This design comes from an exercise in tuning for small area and a short achievable clock period on the open sky130 flow, not from production work.
The RTL was checked by simulation tests, not by an equivalence proof against the original design.
The clock port is modelled as an ideal driver, which makes a skipped or thinned clock tree look cheaper than it is; a real chip needs a root buffer or a tree.

==> v18 <==
Design booth_mult_top, start of the top module:
module booth_mult_top (
  input  wire        clk,
  input  wire [15:0] x,
  input  wire [15:0] y,
  output reg  [31:0] p
);
Settings: LEC_CHECK=0, CAP_MARGIN=20, CORE_MARGIN=2, CORE_UTILIZATION=40, SETUP_SLACK_MARGIN=3, SLEW_MARGIN=20, SYNTH_HIERARCHICAL=1; clock period 8.5 ns.
standard.sh (not shown) runs the stock make flow with config.mk's settings and CLKGATE_MAP_FILE= SYNTH_SCRIPT=/design/flow/synth_recipe.tcl, a recipe that flattens the netlist after the stock synthesis.
==> flow/flow/run.sh <==
#!/bin/bash
# Standard ORFS layout (standard.sh) with these changes:
# - port buffers of the smallest buffer cell;
# - every combinational cell set to its smallest size before the
#   floorplan's timing repair sizes up what the clock period needs
#   (flow/downsize.tcl);
export BUFFER_PORTS_ARGS="-buffer_cell sky130_fd_sc_hd__buf_1"
export PRE_FLOORPLAN_TCL=$PWD/flow/downsize.tcl
export POST_CTS_TCL=$PWD/flow/skew3.tcl
export SKEW_STAGES="${SKEW_STAGES:-dlygate4sd1_1 dlygate4sd1_1 dlygate4sd1_1 dlygate4sd1_1 dlygate4sd1_1 dlygate4sd1_1 dlygate4sd1_1 dlygate4sd1_1}"
export SKEW_TAPBUF=${SKEW_TAPBUF:-clkbuf_8}
export SKEW_HOLD_MIN=${SKEW_HOLD_MIN:-0.05}
export SKEW_PAD_ALLOW=${SKEW_PAD_ALLOW:-1.0}
export SKEW_SLACK_GIVE=${SKEW_SLACK_GIVE:-0.05}
export SKEW_PAD_CELL=${SKEW_PAD_CELL:-dlygate4sd3_1}
export SKEW_REGS="${SKEW_REGS:-^p\\\\?\\[}"
bash standard.sh finish > standard.log 2>&1
==> flow/flow/skew3.tcl <==
set block [ord::get_db_block]
set db [ord::get_db]
set stage_cells $::env(SKEW_STAGES)
set tapbuf $::env(SKEW_TAPBUF)
set regs_re $::env(SKEW_REGS)
set hold_min $::env(SKEW_HOLD_MIN)
set pad_allow $::env(SKEW_PAD_ALLOW)
set pad_cell $::env(SKEW_PAD_CELL)

set clk_port [$block findBTerm clk]
set root_net [$clk_port getNet]

set sinks {}
set sx 0; set sy 0
foreach inst [$block getInsts] {
  if {[regexp $regs_re [$inst getName]]} {
    lappend sinks $inst
    set loc [$inst getLocation]
    set sx [expr {$sx + [lindex $loc 0]}]
    set sy [expr {$sy + [lindex $loc 1]}]
  }
}
set n [llength $sinks]
if {$n == 0} { error "skew: no registers match $regs_re" }
set cx [expr {$sx / $n}]; set cy [expr {$sy / $n}]
set pl [$clk_port getBBox]
set px [expr {([$pl xMin] + [$pl xMax]) / 2}]
set py [expr {([$pl yMin] + [$pl yMax]) / 2}]

proc new_cell {cell name x y in_net} {
  set block [ord::get_db_block]
  set master [[ord::get_db] findMaster sky130_fd_sc_hd__$cell]
  if {$master eq "NULL"} { error "skew: no master $cell" }
  set inst [odb::dbInst_create $block $master $name]
  $inst setLocation [expr {int($x)}] [expr {int($y)}]
  $inst setPlacementStatus PLACED
  [$inst findITerm A] connect $in_net
  set out [odb::dbNet_create $block ${name}_net]
  $out setSigType CLOCK
  [$inst findITerm X] connect $out
  return [list $inst $out]
}

# chain and taps; tap j hangs after j stages
set taps {}
set prev $root_net
set len [llength $stage_cells]
for {set j 0} {$j <= $len} {incr j} {
  if {$j > 0} {
    set f [expr {double($j) / ($len + 1)}]
    lassign [new_cell [lindex $stage_cells [expr {$j - 1}]] skew_dly_$j \
      [expr {$px + ($cx - $px) * $f}] [expr {$py + ($cy - $py) * $f}] $prev] inst prev
  }
  lassign [new_cell $tapbuf skew_tap_$j $cx $cy $prev] tinst tnet
  lappend taps [list $tinst $tnet]
}
detailed_placement
estimate_parasitics -placement

proc reg_slacks {inst} {
  set name [$inst getName]
  set d [get_pins -of_objects [get_cells $name] -filter "direction == input"]
  set dpin ""
  foreach p $d { if {[get_property $p lib_pin_name] eq "D"} { set dpin $p } }
  set qpin ""
  foreach p [get_pins -of_objects [get_cells $name] -filter "direction == output"] { set qpin $p }
  return [list [get_property $dpin slack_max] [get_property $dpin slack_min] [get_property $qpin slack_max]]
}

# slacks of every register at every tap (tap -1: the CTS tree)
array set S {}
foreach inst $sinks {
  set ck [$inst findITerm CLK]
  set orig [$ck getNet]
  set nm [$inst getName]
  set S($nm,nets) [list $orig]
  lassign [reg_slacks $inst] s h o
  set S($nm,vals) [list [list $s $h $o]]
  foreach t $taps {
    lassign $t tinst tnet
    $ck disconnect
    $ck connect $tnet
    estimate_parasitics -placement
    lappend S($nm,nets) $tnet
    lappend S($nm,vals) [list {*}[reg_slacks $inst]]
  }
  $ck disconnect
  $ck connect $orig
}
estimate_parasitics -placement
# the slack every register can reach (hold made up by pads within pad_allow)
set V 1e9
foreach inst $sinks {
  set nm [$inst getName]
  set b -1e9
  foreach v $S($nm,vals) {
    lassign $v s h o
    if {$h >= $hold_min - $pad_allow} { set b [expr {max($b, min($s, $o))}] }
  }
  set V [expr {min($V, $b)}]
}
set V [expr {$V - $::env(SKEW_SLACK_GIVE)}]
puts "skew: slack every register can reach: [format %.3f $V]"
# each register: the earliest clock that reaches V without pads, else the
# one that reaches V with the most hold slack
foreach inst $sinks {
  set nm [$inst getName]
  set choice -1
  set i 0
  foreach v $S($nm,vals) {
    lassign $v s h o
    if {min($s, $o) >= $V && $h >= $hold_min} { set choice $i; break }
    incr i
  }
  if {$choice < 0} {
    set bh -1e9; set i 0
    foreach v $S($nm,vals) {
      lassign $v s h o
      if {min($s, $o) >= $V && $h > $bh} { set bh $h; set choice $i }
      incr i
    }
  }
  if {$choice < 0} { set choice 0 }
  set ck [$inst findITerm CLK]
  $ck disconnect
  $ck connect [lindex $S($nm,nets) $choice]
  lassign [lindex $S($nm,vals) $choice] s h o
  puts "skew: $nm -> [expr {$choice == 0 ? "tree" : "tap [expr {$choice - 1}]"}] setup [format %.3f $s] out [format %.3f $o] hold [format %.3f $h]"
}
estimate_parasitics -placement
# make up missing hold slack on short paths: put a delay cell in front of the
# input pin, on the register's shortest path, that has the most setup slack
set ws [worst_slack -max]
puts "skew: worst setup slack after taps [format %.3f $ws]"
set npad 0
proc dpin_of {inst} {
  foreach p [get_pins -of_objects [get_cells [$inst getName]] -filter "direction == input"] {
    if {[get_property $p lib_pin_name] eq "D"} { return $p }
  }
}
set pad_master [$db findMaster sky130_fd_sc_hd__$pad_cell]
foreach inst $sinks {
  set dpin [dpin_of $inst]
  for {set it 0} {$it < 12} {incr it} {
    set h [get_property $dpin slack_min]
    if {$h >= $hold_min} { break }
    set path [lindex [find_timing_paths -path_delay min -to $dpin -group_path_count 1] 0]
    set cand ""; set cand_s -1e9
    foreach pt [get_property $path points] {
      set pin [get_property $pt pin]
      if {[get_property $pin direction] ne "input"} { continue }
      if {[get_property $pin is_clock]} { continue }
      set sm [get_property $pin slack_max]
      if {$sm > $cand_s + 0.05} { set cand $pin; set cand_s $sm }
    }
    if {$cand eq "" || $cand_s < $ws + 0.6} {
      puts "skew: [$inst getName] hold [format %.3f $h], no pin to pad"
      break
    }
    set iname [get_name [get_cells -of_objects $cand]]
    set pname [get_property $cand lib_pin_name]
    set oinst [$block findInst $iname]
    set it_ [$oinst findITerm $pname]
    set net [$it_ getNet]
    set pi [odb::dbInst_create $block $pad_master skew_pad_$npad]
    set loc [$oinst getLocation]
    $pi setLocation [lindex $loc 0] [lindex $loc 1]
    $pi setPlacementStatus PLACED
    set nn [odb::dbNet_create $block skew_pad_${npad}_net]
    $it_ disconnect
    [$pi findITerm A] connect $net
    [$pi findITerm X] connect $nn
    $it_ connect $nn
    incr npad
    estimate_parasitics -placement
    puts "skew: [$inst getName] hold [format %.3f $h]: pad before $iname/$pname (setup slack [format %.3f $cand_s])"
  }
}
puts "skew: $npad pad cells"
# drop unused taps and chain ends, and clock buffers left without loads
set changed 1
while {$changed} {
  set changed 0
  foreach inst [$block getInsts] {
    set x [$inst findITerm X]
    if {$x eq "NULL"} { continue }
    set mname [[$inst getMaster] getName]
    if {![regexp {clkbuf|dlygate|clkdlybuf} $mname]} { continue }
    set net [$x getNet]
    if {$net eq "NULL"} { continue }
    if {[llength [$net getITerms]] == 1 && [llength [$net getBTerms]] == 0} {
      puts "skew: removing unloaded [$inst getName]"
      odb::dbInst_destroy $inst
      odb::dbNet_destroy $net
      set changed 1
    }
  }
}
detailed_placement
estimate_parasitics -placement
report_worst_slack -max
report_worst_slack -min
repair_timing_helper
detailed_placement
check_placement -verbose
estimate_parasitics -placement
report_worst_slack -max
report_worst_slack -min
Other scripts of this flow, unchanged in this note and not shown: flow/flow/downsize.tcl
==> v7 (differences from v18) <==
--- a/flow/design.v
+++ b/flow/design.v
@@ -677,207 +677,11 @@
 mfa us219 (.a(pp7_13), .b(s167), .c(c166), .s(s219), .co(c220));
 mfa us221 (.a(pp6_16), .b(pp7_14), .c(c168), .s(s221), .co(c222));
 mha us223 (.a(1'b1), .b(pp7_15), .s(s223), .co(c224));
 wire [31:0] ra = {1'b1, pp7_16, s223, s221, s219, s217, s215, s213, s211, s209, s207, s205, s203, s201, s199, s197, s195, s193, s191, s189, s187, s185, s183, s181, s179, s177, s175, s173, s171, pp1_0, pp0_1, neg0};
 wire [31:0] rb = {1'b0, c224, c222, c220, c218, c216, c214, c212, c210, c208, c206, c204, c202, c200, c198, c196, c194, c192, c190, c188, c186, c184, c182, c180, c178, c176, c174, c172, c170, s169, 1'b0, pp0_0};
-wire fg0 = neg0 & pp0_0;
-wire ft0 = neg0 ^ pp0_0;
-wire fg1 = pp0_1 & 1'b0;
-wire ft1 = pp0_1 ^ 1'b0;
-wire fg2 = pp1_0 & s169;
-wire ft2 = pp1_0 ^ s169;
-wire fg3 = s171 & c170;
-wire ft3 = s171 ^ c170;
-wire fg4 = s173 & c172;
-wire ft4 = s173 ^ c172;
-wire fg5 = s175 & c174;
-wire ft5 = s175 ^ c174;
-wire fg6 = s177 & c176;
-wire ft6 = s177 ^ c176;
-wire fg7 = s179 & c178;
-wire ft7 = s179 ^ c178;
-wire fg8 = s181 & c180;
-wire ft8 = s181 ^ c180;
-wire fg9 = s183 & c182;
-wire ft9 = s183 ^ c182;
-wire fg10 = s185 & c184;
-wire ft10 = s185 ^ c184;
-wire fg11 = s187 & c186;
-wire ft11 = s187 ^ c186;
-wire fg12 = s189 & c188;
-wire ft12 = s189 ^ c188;
-wire fg13 = s191 & c190;
-wire ft13 = s191 ^ c190;
-wire fg14 = s193 & c192;
-wire ft14 = s193 ^ c192;
-wire fg15 = s195 & c194;
-wire ft15 = s195 ^ c194;
-wire fg16 = s197 & c196;
-wire ft16 = s197 ^ c196;
-wire fg17 = s199 & c198;
-wire ft17 = s199 ^ c198;
-wire fg18 = s201 & c200;
-wire ft18 = s201 ^ c200;
-wire fg19 = s203 & c202;
-wire ft19 = s203 ^ c202;
-wire fg20 = s205 & c204;
-wire ft20 = s205 ^ c204;
-wire fg21 = s207 & c206;
-wire ft21 = s207 ^ c206;
-wire fg22 = s209 & c208;
-wire ft22 = s209 ^ c208;
-wire fg23 = s211 & c210;
-wire ft23 = s211 ^ c210;
-wire fg24 = s213 & c212;
-wire ft24 = s213 ^ c212;
-wire fg25 = s215 & c214;
-wire ft25 = s215 ^ c214;
-wire fg26 = s217 & c216;
-wire ft26 = s217 ^ c216;
-wire fg27 = s219 & c218;
-wire ft27 = s219 ^ c218;
-wire fg28 = s221 & c220;
-wire ft28 = s221 ^ c220;
-wire fg29 = s223 & c222;
-wire ft29 = s223 ^ c222;
-wire fg30 = pp7_16 & c224;
-wire ft30 = pp7_16 ^ c224;
-wire fg31 = 1'b1 & 1'b0;
-wire ft31 = 1'b1 ^ 1'b0;
-wire fG1 = fg1 | (ft1 & fg0);
-wire fP1 = ft1 & ft0;
-wire fG2 = fg2 | (ft2 & fG1);
-wire fP2 = ft2 & fP1;
-wire fG3 = fg3 | (ft3 & fG2);
-wire fP3 = ft3 & fP2;
-wire fG4 = fg4 | (ft4 & fG3);
-wire fP4 = ft4 & fP3;
-wire fG5 = fg5 | (ft5 & fG4);
-wire fP5 = ft5 & fP4;
-wire fG6 = fg6 | (ft6 & fG5);
-wire fP6 = ft6 & fP5;
-wire fG7 = fg8 | (ft8 & fg7);
-wire fP7 = ft8 & ft7;
-wire fG8 = fg10 | (ft10 & fg9);
-wire fP8 = ft10 & ft9;
-wire fG9 = fg12 | (ft12 & fg11);
-wire fP9 = ft12 & ft11;
-wire fG10 = fg14 | (ft14 & fg13);
-wire fP10 = ft14 & ft13;
-wire fG11 = fg16 | (ft16 & fg15);
-wire fP11 = ft16 & ft15;
-wire fG12 = fg18 | (ft18 & fg17);
-wire fP12 = ft18 & ft17;
-wire fG13 = fg20 | (ft20 & fg19);
-wire fP13 = ft20 & ft19;
-wire fG14 = fg22 | (ft22 & fg21);
-wire fP14 = ft22 & ft21;
-wire fG15 = fg24 | (ft24 & fg23);
-wire fP15 = ft24 & ft23;
-wire fG16 = fg26 | (ft26 & fg25);
-wire fP16 = ft26 & ft25;
-wire fG17 = fg28 | (ft28 & fg27);
-wire fP17 = ft28 & ft27;
-wire fG18 = fg30 | (ft30 & fg29);
-wire fP18 = ft30 & ft29;
-wire fG19 = fg7 | (ft7 & fG6);
-wire fP19 = ft7 & fP6;
-wire fG20 = fG7 | (fP7 & fG6);
-wire fP20 = fP7 & fP6;
-wire fG21 = fg11 | (ft11 & fG8);
-wire fP21 = ft11 & fP8;
-wire fG22 = fG9 | (fP9 & fG8);
-wire fP22 = fP9 & fP8;
-wire fG23 = fg15 | (ft15 & fG10);
-wire fP23 = ft15 & fP10;
-wire fG24 = fG11 | (fP11 & fG10);
-wire fP24 = fP11 & fP10;
-wire fG25 = fg19 | (ft19 & fG12);
-wire fP25 = ft19 & fP12;
-wire fG26 = fG13 | (fP13 & fG12);
-wire fP26 = fP13 & fP12;
-wire fG27 = fg23 | (ft23 & fG14);
-wire fP27 = ft23 & fP14;
-wire fG28 = fG15 | (fP15 & fG14);
-wire fP28 = fP15 & fP14;
-wire fG29 = fg27 | (ft27 & fG16);
-wire fP29 = ft27 & fP16;
-wire fG30 = fG17 | (fP17 & fG16);
-wire fP30 = fP17 & fP16;
-wire fG31 = fg31 | (ft31 & fG18);
-wire fP31 = ft31 & fP18;
-wire fG32 = fg9 | (ft9 & fG20);
-wire fP32 = ft9 & fP20;
-wire fG33 = fG8 | (fP8 & fG20);
-wire fP33 = fP8 & fP20;
-wire fG34 = fG21 | (fP21 & fG20);
-wire fP34 = fP21 & fP20;
-wire fG35 = fG22 | (fP22 & fG20);
-wire fP35 = fP22 & fP20;
-wire fG36 = fg17 | (ft17 & fG24);
-wire fP36 = ft17 & fP24;
-wire fG37 = fG12 | (fP12 & fG24);
-wire fP37 = fP12 & fP24;
-wire fG38 = fG25 | (fP25 & fG24);
-wire fP38 = fP25 & fP24;
-wire fG39 = fG26 | (fP26 & fG24);
-wire fP39 = fP26 & fP24;
-wire fG40 = fg25 | (ft25 & fG28);
-wire fP40 = ft25 & fP28;
-wire fG41 = fG16 | (fP16 & fG28);
-wire fP41 = fP16 & fP28;
-wire fG42 = fG29 | (fP29 & fG28);
-wire fP42 = fP29 & fP28;
-wire fG43 = fG30 | (fP30 & fG28);
-wire fP43 = fP30 & fP28;
-wire fG44 = fg13 | (ft13 & fG35);
-wire fP44 = ft13 & fP35;
-wire fG45 = fG10 | (fP10 & fG35);
-wire fP45 = fP10 & fP35;
-wire fG46 = fG23 | (fP23 & fG35);
-wire fP46 = fP23 & fP35;
-wire fG47 = fG24 | (fP24 & fG35);
-wire fP47 = fP24 & fP35;
-wire fG48 = fG36 | (fP36 & fG35);
-wire fP48 = fP36 & fP35;
-wire fG49 = fG37 | (fP37 & fG35);
-wire fP49 = fP37 & fP35;
-wire fG50 = fG38 | (fP38 & fG35);
-wire fP50 = fP38 & fP35;
-wire fG51 = fG39 | (fP39 & fG35);
-wire fP51 = fP39 & fP35;
-wire fG52 = fg29 | (ft29 & fG43);
-wire fP52 = ft29 & fP43;
-wire fG53 = fG18 | (fP18 & fG43);
-wire fP53 = fP18 & fP43;
-wire fG54 = fG31 | (fP31 & fG43);
-wire fP54 = fP31 & fP43;
-wire fG55 = fg21 | (ft21 & fG51);
-wire fP55 = ft21 & fP51;
-wire fG56 = fG14 | (fP14 & fG51);
-wire fP56 = fP14 & fP51;
-wire fG57 = fG27 | (fP27 & fG51);
-wire fP57 = fP27 & fP51;
-wire fG58 = fG28 | (fP28 & fG51);
-wire fP58 = fP28 & fP51;
-wire fG59 = fG40 | (fP40 & fG51);
-wire fP59 = fP40 & fP51;
-wire fG60 = fG41 | (fP41 & fG51);
-wire fP60 = fP41 & fP51;
-wire fG61 = fG42 | (fP42 & fG51);
-wire fP61 = fP42 & fP51;
-wire fG62 = fG43 | (fP43 & fG51);
-wire fP62 = fP43 & fP51;
-wire fG63 = fG52 | (fP52 & fG51);
-wire fP63 = fP52 & fP51;
-wire fG64 = fG53 | (fP53 & fG51);
-wire fP64 = fP53 & fP51;
-wire fG65 = fG54 | (fP54 & fG51);
-wire fP65 = fP54 & fP51;
-wire [31:0] carry = {fG64, fG63, fG62, fG61, fG60, fG59, fG58, fG57, fG56, fG55, fG51, fG50, fG49, fG48, fG47, fG46, fG45, fG44, fG35, fG34, fG33, fG32, fG20, fG19, fG6, fG5, fG4, fG3, fG2, fG1, fg0, 1'b0};
-wire [31:0] tt = {ft31, ft30, ft29, ft28, ft27, ft26, ft25, ft24, ft23, ft22, ft21, ft20, ft19, ft18, ft17, ft16, ft15, ft14, ft13, ft12, ft11, ft10, ft9, ft8, ft7, ft6, ft5, ft4, ft3, ft2, ft1, ft0};
-assign p = tt ^ carry;
+assign p = ra + rb;
 endmodule
 module mfa (a, b, c, s, co);
 input a, b, c;
 output s, co;
 assign s = a ^ b ^ c;
==> v35 (differences from v18) <==
--- a/flow/flow/skew3.tcl
+++ b/flow/flow/skew3.tcl
@@ -39,10 +39,30 @@
   $out setSigType CLOCK
   [$inst findITerm X] connect $out
   return [list $inst $out]
 }
 
+if {[info exists ::env(SKEW_XYBUF)] && $::env(SKEW_XYBUF) ne ""} {
+  set ox 0; set oy 0; set others {}
+  foreach inst [$block getInsts] {
+    if {[lsearch -exact $sinks $inst] >= 0} { continue }
+    set ck [$inst findITerm CLK]
+    if {$ck eq "NULL"} { continue }
+    if {![regexp {df} [[$inst getMaster] getName]]} { continue }
+    lappend others $inst
+    set loc [$inst getLocation]
+    set ox [expr {$ox + [lindex $loc 0]}]; set oy [expr {$oy + [lindex $loc 1]}]
+  }
+  set no [llength $others]
+  lassign [new_cell $::env(SKEW_XYBUF) skew_xy [expr {$ox / $no}] [expr {$oy / $no}] $root_net] xyinst xynet
+  foreach inst [concat $others $sinks] {
+    set ck [$inst findITerm CLK]
+    $ck disconnect
+    $ck connect $xynet
+  }
+  puts "skew: $no registers and the $n product registers moved to one clock buffer"
+}
 # chain and taps; tap j hangs after j stages
 set taps {}
 set prev $root_net
 set len [llength $stage_cells]
 for {set j 0} {$j <= $len} {incr j} {
@@ -175,27 +195,40 @@
     estimate_parasitics -placement
     puts "skew: [$inst getName] hold [format %.3f $h]: pad before $iname/$pname (setup slack [format %.3f $cand_s])"
   }
 }
 puts "skew: $npad pad cells"
-# drop unused taps and chain ends, and clock buffers left without loads
+# drop unused taps and chain ends, clock buffers left without loads, and
+# the dummy loads CTS hung on the tree it built
 set changed 1
 while {$changed} {
   set changed 0
   foreach inst [$block getInsts] {
-    set x [$inst findITerm X]
-    if {$x eq "NULL"} { continue }
     set mname [[$inst getMaster] getName]
-    if {![regexp {clkbuf|dlygate|clkdlybuf} $mname]} { continue }
-    set net [$x getNet]
-    if {$net eq "NULL"} { continue }
-    if {[llength [$net getITerms]] == 1 && [llength [$net getBTerms]] == 0} {
-      puts "skew: removing unloaded [$inst getName]"
-      odb::dbInst_destroy $inst
-      odb::dbNet_destroy $net
-      set changed 1
-    }
+    if {![regexp {clkbuf|dlygate|clkdlybuf|clkinv|bufinv|__inv_|__buf_} $mname]} { continue }
+    set outs {}
+    foreach it [$inst getITerms] {
+      if {[$it isOutputSignal]} { lappend outs $it }
+    }
+    if {[llength $outs] != 1} { continue }
+    set net [[lindex $outs 0] getNet]
+    set dead 0
+    if {$net eq "NULL"} {
+      set dead 1
+    } elseif {[llength [$net getITerms]] == 1 && [llength [$net getBTerms]] == 0} {
+      set dead 1
+    }
+    if {!$dead} { continue }
+    set onclk 0
+    foreach it [$inst getITerms] {
+      if {[$it isInputSignal] && [$it getNet] ne "NULL" && [[$it getNet] getSigType] eq "CLOCK"} { set onclk 1 }
+    }
+    if {!$onclk && ![string match skew_* [$inst getName]]} { continue }
+    puts "skew: removing unloaded [$inst getName]"
+    odb::dbInst_destroy $inst
+    if {$net ne "NULL"} { odb::dbNet_destroy $net }
+    set changed 1
   }
 }
 detailed_placement
 estimate_parasitics -placement
 report_worst_slack -max
==> results.py <==
metrics = {
    "detailed_routing": {
        "routed_wl_mm": 21.85,
    },
    "setup_path": {
        "path_buf_inv": 0,
        "reg2reg_to": "p[16]",
    },
    "cells_and_area": {
        "multi_input_area_share": 0.7023,
        "stdcell_count": 1134,
        "final_cell_mix": "149 x xnor2_1, 129 x a22oi_1, 87 x fa_1",
        "seq_share": 0.1440,
    },
    "cts": {
        "cts_tree": "built",
    },
    "global_route": {
        "gr-usage-met1": 0.3105,
    },
    "outcome": {
        "status": "no timing/DRC/antenna violations",
    },
}
(the above is from v7)
==> results.py <==
metrics = {
    "cells_and_area": {
        "multi_input_area_share": 0.6796,
        "seq_share": 0.1541,
        "final_cell_mix": "145 x xnor2_1, 128 x a22oi_1, 96 x fa_1",
    },
    "setup_path": {
        "path_buf_inv": 1,
    },
    "detailed_routing": {
        "routed_wl_mm": 19.43,
    },
    "outcome": {
        "status": "no timing/DRC/antenna violations",
    },
}
(the above is from v18)
==> results.py <==
metrics = {
    "cells_and_area": {
        "final_cell_mix": "145 x xnor2_1, 128 x a22oi_1, 96 x fa_1",
        "seq_share": 0.1561,
        "stdcell_count": 986,
    },
    "global_route": {
        "gr-usage-met1": 0.2781,
    },
    "setup_path": {
        "path_buf_inv": 1,
    },
    "outcome": {
        "status": "no timing/DRC/antenna violations",
    },
}
(the above is from v35)

[what the ideal ports hide]
In the flow no input, the clock included, has a driving cell. The finished layouts below were timed again as built, in two steps.
Step 1 (the two cells are an assumption about what drives the block):
set clk [get_ports {clk}]
set_driving_cell -lib_cell sky130_fd_sc_hd__clkbuf_16 $clk
set_driving_cell -lib_cell sky130_fd_sc_hd__buf_2 [delete_from_list [all_inputs] $clk]
Step 2, shift: input delay + t, output delay - t, t = (earliest + latest rising clock arrival at the registers) / 2. This alone moves slack from input paths to output paths.
Three values: ideal ports, drivers, drivers and shift; two values: the first two.
run | t, ns | setup WS [ns] | worst hold slack (ns) | clock arrival spread, ns | pins driven straight from the clock port
v18 | 1.060 | 4.363 / 4.363 / 4.363 | 0.162 / 0.162 / 0.162 | 1.358 / 1.358 | 2
v7 | 1.111 | 4.338 / 4.339 / 4.339 | 0.162 / 0.161 / 0.161 | 1.447 / 1.447 | 2
v35 | 1.042 | 4.383 / 4.383 / 4.383 | 0.136 / 0.136 / 0.136 | 1.387 / 1.388 | 2
Clock arrivals are far apart in every run listed, so t is only a midpoint there and step 2 fits no single register.
